What follows belongs to an exercise in optimizing a design on an open flow for small area, a short achievable clock period and few clock cycles per item; a production flow would make more cautious choices.
Only simulation tests tie the RTL to the original design; equivalence was not proved.

## yarrow
// fir
module fir(
  clock,
  reset,
  calculate,
  data_in,
  data_out,
  data_good
);
Size in the first run: roughly 24 I/O pins, ~0.074 sq mm of cells after synthesis.
Settings: LEC_CHECK=0, ABC_CLOCK_PERIOD_IN_PS=2000, CAP_MARGIN=20, CORE_MARGIN=2, CORE_UTILIZATION=65, SLEW_MARGIN=20, SYNTH_HIERARCHICAL=1; clock period 13.0 ns.
standard.sh (not shown) runs the stock make flow with config.mk's settings and CLKGATE_MAP_FILE= SYNTH_SCRIPT=/design/flow/synth_recipe.tcl, a recipe that flattens the netlist after the stock synthesis.
==> flow/flow/run.sh <==
#!/bin/bash
set -euo pipefail
MARGIN=$(cat flow/margin.txt)
TNS=$(cat flow/tns.txt)
# synthesis exactly as standard.sh does it
bash standard.sh synth > synth.log 2>&1
# the remaining steps: the same make command with the repair target added
sed -e "s|CLKGATE_MAP_FILE= |CLKGATE_MAP_FILE= SETUP_SLACK_MARGIN=$MARGIN TNS_END_PERCENT=$TNS 'BUFFER_PORTS_ARGS=-buffer_cell sky130_fd_sc_hd__buf_4' |" \
    standard.sh > flow_layout.sh
bash flow_layout.sh finish > layout.log 2>&1
test -f out/final.def
==> flow/flow/margin.txt <==
8.5
==> flow/flow/tns.txt <==
100
Testbench counts of yarrow, summed over its fixed seeds: cycles 4,000, items 4,000.
For willow, these inputs were changed with respect to yarrow:
==> flow/flow/margin.txt <==
8.2
-- flow/config.mk --
<<< yarrow, line 12
>>> willow, line 12
export CTS_CLUSTER_DIAMETER = 100
export CTS_CLUSTER_SIZE = 24
export PLACE_DENSITY = 0.75
==> run notes <==
Re total number of vias: yarrow and willow aren't equal, and the higher value belongs to yarrow. Comparing yarrow and willow, footprint of the multi-input gates is lower on willow. When willow is set beside yarrow, its cell count turns out to be 4.0% smaller.
Changes in zinc relative to willow:
-- flow/config.mk --
<<< willow, line 8
export ABC_CLOCK_PERIOD_IN_PS = 2000
>>> zinc, line 8
export ABC_CLOCK_PERIOD_IN_PS = 1000
<<< willow, line 14
export PLACE_DENSITY = 0.75
>>> zinc, line 14
- Compared with willow, the detailed router inserted more vias in zinc.
- The higher non-clock buffer count came out of zinc.
- zinc and willow ended up with nearly the same clock transition at the register clock pins on the worst setup and hold paths after CTS.
- Row routed wire length: zinc higher / willow lower
- zinc vs willow — final setup slack of the worst path rose 0.0036 ns.
- Per the comparison of zinc with willow, clock-buffer cell count went up by about 3.4%.
--- input diff zinc..lagoon ---
-- flow/config.mk --
<<< zinc, line 8
export ABC_CLOCK_PERIOD_IN_PS = 1000
>>> lagoon, line 8
export ABC_CLOCK_PERIOD_IN_PS = 2000
<<< zinc, line 11
export CORE_UTILIZATION = 65
export CTS_CLUSTER_DIAMETER = 100
export CTS_CLUSTER_SIZE = 24
>>> lagoon, line 11
export CORE_UTILIZATION = 75
Notes after the runs:
zinc finished every step from synthesis to the final layout, and the layout passed the timing, DRC and antenna checks. Per the final summary, lagoon finished and its layout is clean on timing, DRC and antenna. Cmp zinc and lagoon / final-layout worst hold slack / higher: zinc. [compare] base=zinc new=lagoon: count of non-CTS buffers in the layout rose by 1, post-layout minimum cycle time rose by 0.019 ns, post-route cell area rose by 0.0019 sq mm. Compared with zinc, clock buffer instance count of the final layout in lagoon increased by more than 100%. Delta (lagoon minus zinc): final worst-path setup slack lower. Changes observed in lagoon relative to zinc: post-cts resize count saw an increase, sequential fraction of total cell area saw a decrease.
[inputs] pepper vs lagoon
-- flow/config.mk --
<<< lagoon, line 11
export CORE_UTILIZATION = 75
>>> pepper, line 11
export CORE_UTILIZATION = 65
Notes after the runs:
- Looking at the reports, pepper completed the entire flow and the layout it produced met the timing, DRC and antenna checks.
- Re count of distinct cell types in the synthesized netlist: no difference whatsoever between pepper and lagoon.
- Looking at total routing usage reported by global routing, pepper sits below lagoon.
- pepper vs lagoon: total wire length down by a few percent
- Compared pepper against lagoon; worst setup slack within noise.
- Upper clock frequency limit across pepper and lagoon: no real change.
- Sort pepper and lagoon by first-pass GRT wire length, ascending, and pepper comes first.
- Re number of combinational gates with multiple inputs: no difference whatsoever between lagoon and pepper.

-- afterwards: timing with drivers on the ports --
No port has a modelled driver above. Below, the same layouts with a new extraction and two added sets of constraints. Step 1 (the two cells are an assumption about what drives the block):
set clk [get_ports {clock}]
set_driving_cell -lib_cell sky130_fd_sc_hd__clkbuf_16 $clk
set_driving_cell -lib_cell sky130_fd_sc_hd__buf_2 [delete_from_list [all_inputs] $clk]
Step 2 times the ports against the registers' clock, not the clock port: input delays grow and output delays shrink by t, the midpoint of the rising clock arrivals with the driver on. Slacks: ideal / step 1 / step 2; pairs: ideal / step 1.
run	t (ns)	slack for setup (ns)	clock arrival spread, ns
yarrow	0.778	8.248 / 8.253 / 7.475	0.045 / 0.045
willow	0.752	8.243 / 8.246 / 7.494	0.048 / 0.047
zinc	0.758	8.246 / 8.245 / 7.487	0.037 / 0.037
lagoon	0.771	8.227 / 8.237 / 7.466	0.027 / 0.028
pepper	0.767	8.227 / 8.272 / 7.505	0.041 / 0.040
After both steps setup and hold are still met in every run listed. The setup slack of yarrow, which loses most, moves by +0.005 ns with the drivers and by -0.773 ns with both steps.
